Background: an optimization exercise with open tools, aiming at small area, a short achievable clock period and few clock cycles per item. Do not read the settings as production practice. In this exercise RTL edits were held to simulation tests only and were not proved equivalent to the original. Power figures rest on the tool's default switching activity, not on a simulated workload.

## build 42
// controller
module controller #(
    parameter DW = 16
)(
    input clk,
    input rst,
    input start,
    input signed [DW-1:0] x0,
    input signed [DW-1:0] x1,
    input signed [DW-1:0] x2,
    input signed [DW-1:0] w00, input signed [DW-1:0] w01, input signed [DW-1:0] w02,
    input signed [DW-1:0] w10, input signed [DW-1:0] w11, input signed [DW-1:0] w12,
    input signed [DW-1:0] w20, input signed [DW-1:0] w21, input signed [DW-1:0] w22,
    input signed [2*DW-1:0] b0,
    input signed [2*DW-1:0] b1,
    input signed [2*DW-1:0] b2,
    output signed [2*DW-1:0] y0,
    output signed [2*DW-1:0] y1,
    output signed [2*DW-1:0] y2,
    output done
);
Size in the first run: roughly 7100 cells after synthesis, roughly 390 I/O pins.
clock: 10.0 ns
lec_check: 0
abc_area: 1
cap_margin: 20
core_margin: 2
core_utilization: 55
slew_margin: 20
synth_hierarchical: 1
synth_minimum_keep_size: 0
standard.sh (not shown) runs the stock make flow with config.mk's settings and CLKGATE_MAP_FILE= SYNTH_SCRIPT=/design/flow/synth_recipe.tcl, a recipe that flattens the netlist after the stock synthesis.
==> flow/flow/run.sh <==
#!/bin/bash
# Standard layout (the standard.sh, unchanged synthesis and steps), with the
# timing repair asked to leave a larger setup margin than the 10 ns clock needs,
# so that the resizer works on the paths that set the achieved period.
set -euo pipefail
M=$(cat flow/margin.txt)
bash standard.sh SETUP_SLACK_MARGIN=$M finish > flow_make.log 2>&1
==> flow/flow/margin.txt <==
6.9
The final layout from build 42, which completed every stage, passed the timing, design-rule and antenna checks at the end of the flow.
Testbench counts of build 42, summed over its fixed seeds: cycles 2,080, items 2,048.
What build 97 does differently from build 42 at the input level:
# build 42
export LEC_CHECK = 0
export ABC_AREA = 1
export CAP_MARGIN = 20
export CORE_MARGIN = 2
export CORE_UTILIZATION = 55
export SLEW_MARGIN = 20
export SYNTH_HIERARCHICAL = 1
export SYNTH_MINIMUM_KEEP_SIZE = 0
create_clock -name core_clock -period 10.0 [get_ports {clk}]
# build 97
export LEC_CHECK = 0
export ABC_AREA = 1
export CAP_MARGIN = 20
export CORE_MARGIN = 2
export CORE_UTILIZATION = 62
export CTS_CLUSTER_DIAMETER = 80
export CTS_CLUSTER_SIZE = 22
export SLEW_MARGIN = 20
export SYNTH_HIERARCHICAL = 1
export SYNTH_MINIMUM_KEEP_SIZE = 0
create_clock -name core_clock -period 10.0 [get_ports {clk}]
==> flow/flow/run.sh <==
#!/bin/bash
# Standard layout (the standard.sh: unchanged synthesis and steps), with
#  - the timing repair asked to leave a larger setup margin than the 10 ns clock
#    needs, so that the resizer works on the paths that set the achieved period;
#  - the port buffers made with the smallest buffer cell (every port still gets one).
set -euo pipefail
M=$(cat flow/margin.txt)
bash standard.sh SETUP_SLACK_MARGIN=$M "BUFFER_PORTS_ARGS=-buffer_cell sky130_fd_sc_hd__buf_1" finish > flow_make.log 2>&1
==> summary.txt <==
For number of buffers added by the clock tree synthesis step, dividing the value from build 97 by the value from build 42 gives 0.56. For build 97, the launching instance or port of the critical path was r336, unlike build 42, where it was yr2[0]. Placeable core region: build 42 and build 97 compared, lower one is build 97. Between build 42 and build 97, floorplan die area is lower for build 97, build 42 comes in above that. Diff build 42 -> build 97: first-pass GRT wire length lower; combinational power share has increased. Compared with build 42, in build 97 count of fill cells added during filler insertion dropped about 13%; met2 track demand over resource in global routing went up by 5.8 points; clock group share of total power decreased 5.0 points.
For build 72, these inputs were changed with respect to build 97:
# build 97
export LEC_CHECK = 0
export ABC_AREA = 1
export CAP_MARGIN = 20
export CORE_MARGIN = 2
export CORE_UTILIZATION = 62
export CTS_CLUSTER_DIAMETER = 80
export CTS_CLUSTER_SIZE = 22
export SLEW_MARGIN = 20
export SYNTH_HIERARCHICAL = 1
export SYNTH_MINIMUM_KEEP_SIZE = 0
create_clock -name core_clock -period 10.0 [get_ports {clk}]
# build 72
export LEC_CHECK = 0
export ABC_AREA = 1
export CAP_MARGIN = 20
export CORE_MARGIN = 2
export CORE_UTILIZATION = 55
export CTS_CLUSTER_DIAMETER = 80
export CTS_CLUSTER_SIZE = 24
export SLEW_MARGIN = 20
export SYNTH_HIERARCHICAL = 1
export SYNTH_MINIMUM_KEEP_SIZE = 0
create_clock -name core_clock -period 10.0 [get_ports {clk}]
==> flow/flow/margin.txt <==
7.1
[summary]
Changes observed in build 72 relative to build 97: die area up 13%, global-route usage over all layers down 3.6 points, routed wire length per instance up about 0.5%, unique cell type count in the Yosys netlist flat. Signed area change from the synthesized netlist to the final layout, build 72 and build 97, higher one = build 72. Summary of build 72 over build 97: number of nets in the layout +231, peak supply drop decreased 29%.
Setup changes, build 72 to build 77
==> flow/flow/margin.txt <==
6.9
Results
Build 77: flow completed, timing, DRC and antenna clean. Where total power is concerned, build 72 is outperformed by build 77. Build 77 vs. build 72: worst hold slack comparable; maximum fanout along the worst path now larger; clock skew closely matched the old numbers; worst setup slack now smaller; fraction of power consumed by combinational cells -0.3 points. Build 77 reports its critical path capture point as r2853 while build 72 reports y2[1]. Higher power of the combinational group was reported by build 72, not build 77. Met2 usage: lower on build 77. Against build 72, maximum frequency from static timing analysis in build 77 fell slightly.

========
Setup of wip/pepper:
Starting RTL as in the previous note.
==> flow/config.mk <==
export PLATFORM = sky130hd
export DESIGN_NAME = controller
export DESIGN_NICKNAME = controller
export VERILOG_FILES = /design/flow/design.v
export SDC_FILE = /design/flow/constraint.sdc
export NUM_CORES = 4
export LEC_CHECK = 0
export ABC_AREA = 1
export CAP_MARGIN = 20
export CORE_MARGIN = 2
export CORE_UTILIZATION = 55
export CTS_CLUSTER_DIAMETER = 60
export CTS_CLUSTER_SIZE = 18
export SLEW_MARGIN = 20
export SYNTH_HIERARCHICAL = 1
export SYNTH_MINIMUM_KEEP_SIZE = 0
==> flow/constraint.sdc <==
create_clock -name core_clock -period 10.0 [get_ports {clk}]
set_input_delay 2.0000 -clock core_clock [delete_from_list [all_inputs] [get_ports {clk}]]
set_output_delay 2.0000 -clock core_clock [all_outputs]
set_load 0.01 [all_outputs]
==> flow/flow/run.sh <==
#!/bin/bash
# Standard layout (the standard.sh: unchanged synthesis and steps), with
#  - the timing repair asked to leave a larger setup margin than the 10 ns clock
#    needs, so that the resizer works on the paths that set the achieved period;
#  - the port buffers made with the smallest buffer cell (every port still gets one).
set -euo pipefail
M=$(cat flow/margin.txt)
bash standard.sh SETUP_SLACK_MARGIN=$M "BUFFER_PORTS_ARGS=-buffer_cell sky130_fd_sc_hd__buf_1" finish > flow_make.log 2>&1
==> flow/flow/margin.txt <==
6.9
Testbench counts of wip/pepper, summed over its fixed seeds: cycles 2,080, items 2,048.
Inputs modified between wip/pepper and wip/onyx:
Settings: CTS_CLUSTER_DIAMETER now 80, was 60; CTS_CLUSTER_SIZE now 24, was 18.
==> flow/flow/margin.txt <==
6.7
- [compare] base=wip/pepper new=wip/onyx: upper clock frequency limit now sits lower, switching fraction of total power now sits higher, total power now sits lower.
- wip/onyx ends up with a slew of the pin with the lowest slew margin that is 180 ps higher than in wip/pepper.
- | number of clock-tree buffers in the layout | higher: wip/pepper |
- Between wip/pepper and wip/onyx, the area added between synthesis and finish is lower for wip/onyx.
- Across both runs, number of non-clock buffers in the layout was lower for wip/onyx than for wip/pepper.
- [wip/onyx] buffering overhead fell 1.9 points relative to wip/pepper
Modified inputs, wip/xenon compared to wip/onyx
Settings: CTS_CLUSTER_SIZE no longer set, was 24; CTS_CLUSTER_DIAMETER no longer set, was 80.
==> flow/flow/margin.txt <==
6.9
## What came out
On layout cell share with drive strength beyond 1: between wip/xenon and wip/onyx, it ends up higher for wip/xenon.
Compared with wip/onyx, in wip/xenon relative contribution of sequential cells to total power saw a decrease; cell area power density saw little to no change; final clock skew saw an increase; worst max-slew margin expressed relative to the limit saw an increase; clock network fraction of design power saw an increase.

## static timing again, ports no longer ideal
Ports are ideal in the flow. The routed layouts listed here were re-timed in OpenROAD. Step 1 (the two cells are an assumption about what drives the block):
set clk [get_ports {clk}]
set_driving_cell -lib_cell sky130_fd_sc_hd__clkbuf_16 $clk
set_driving_cell -lib_cell sky130_fd_sc_hd__buf_2 [delete_from_list [all_inputs] $clk]
Step 2 adds t to the input delays and takes it off the output delays; t is the mean of the earliest and latest rising clock arrival at the registers after step 1. Input paths then give back, and output paths get back, about the clock's delay inside the block. Slacks: ideal / step 1 / step 2; pairs: ideal / step 1.
run | t (ns) | setup WS [ns] | hold WS [ns] | latest minus earliest clock arrival (ns) | worst register clock-pin slew, ns
build 42 | 0.873 | 6.785 / 6.693 / 6.498 | 0.324 / 0.324 / 0.324 | 0.039 / 0.039 | 0.07 / 0.07
build 97 | 0.794 | 6.801 / 6.732 / 6.801 | 0.335 / 0.335 / 0.335 | 0.045 / 0.045 | 0.09 / 0.09
build 72 | 0.801 | 6.834 / 6.745 / 6.797 | 0.323 / 0.323 / 0.323 | 0.048 / 0.048 | 0.10 / 0.10
build 77 | 0.792 | 6.782 / 6.751 / 6.782 | 0.323 / 0.323 / 0.323 | 0.042 / 0.042 | 0.10 / 0.10
wip/pepper | 0.835 | 6.792 / 6.706 / 6.812 | 0.331 / 0.331 / 0.331 | 0.043 / 0.043 | 0.08 / 0.08
wip/onyx | 0.793 | 6.588 / 6.588 / 6.588 | 0.325 / 0.325 / 0.325 | 0.042 / 0.042 | 0.10 / 0.10
wip/xenon | 0.862 | 6.773 / 6.688 / 6.772 | 0.329 / 0.329 / 0.329 | 0.070 / 0.070 | 0.07 / 0.07
After both steps every run listed still meets setup and hold. For build 42, which loses most, drivers alone change the setup slack by -0.092 ns; drivers and shift together by -0.287 ns.
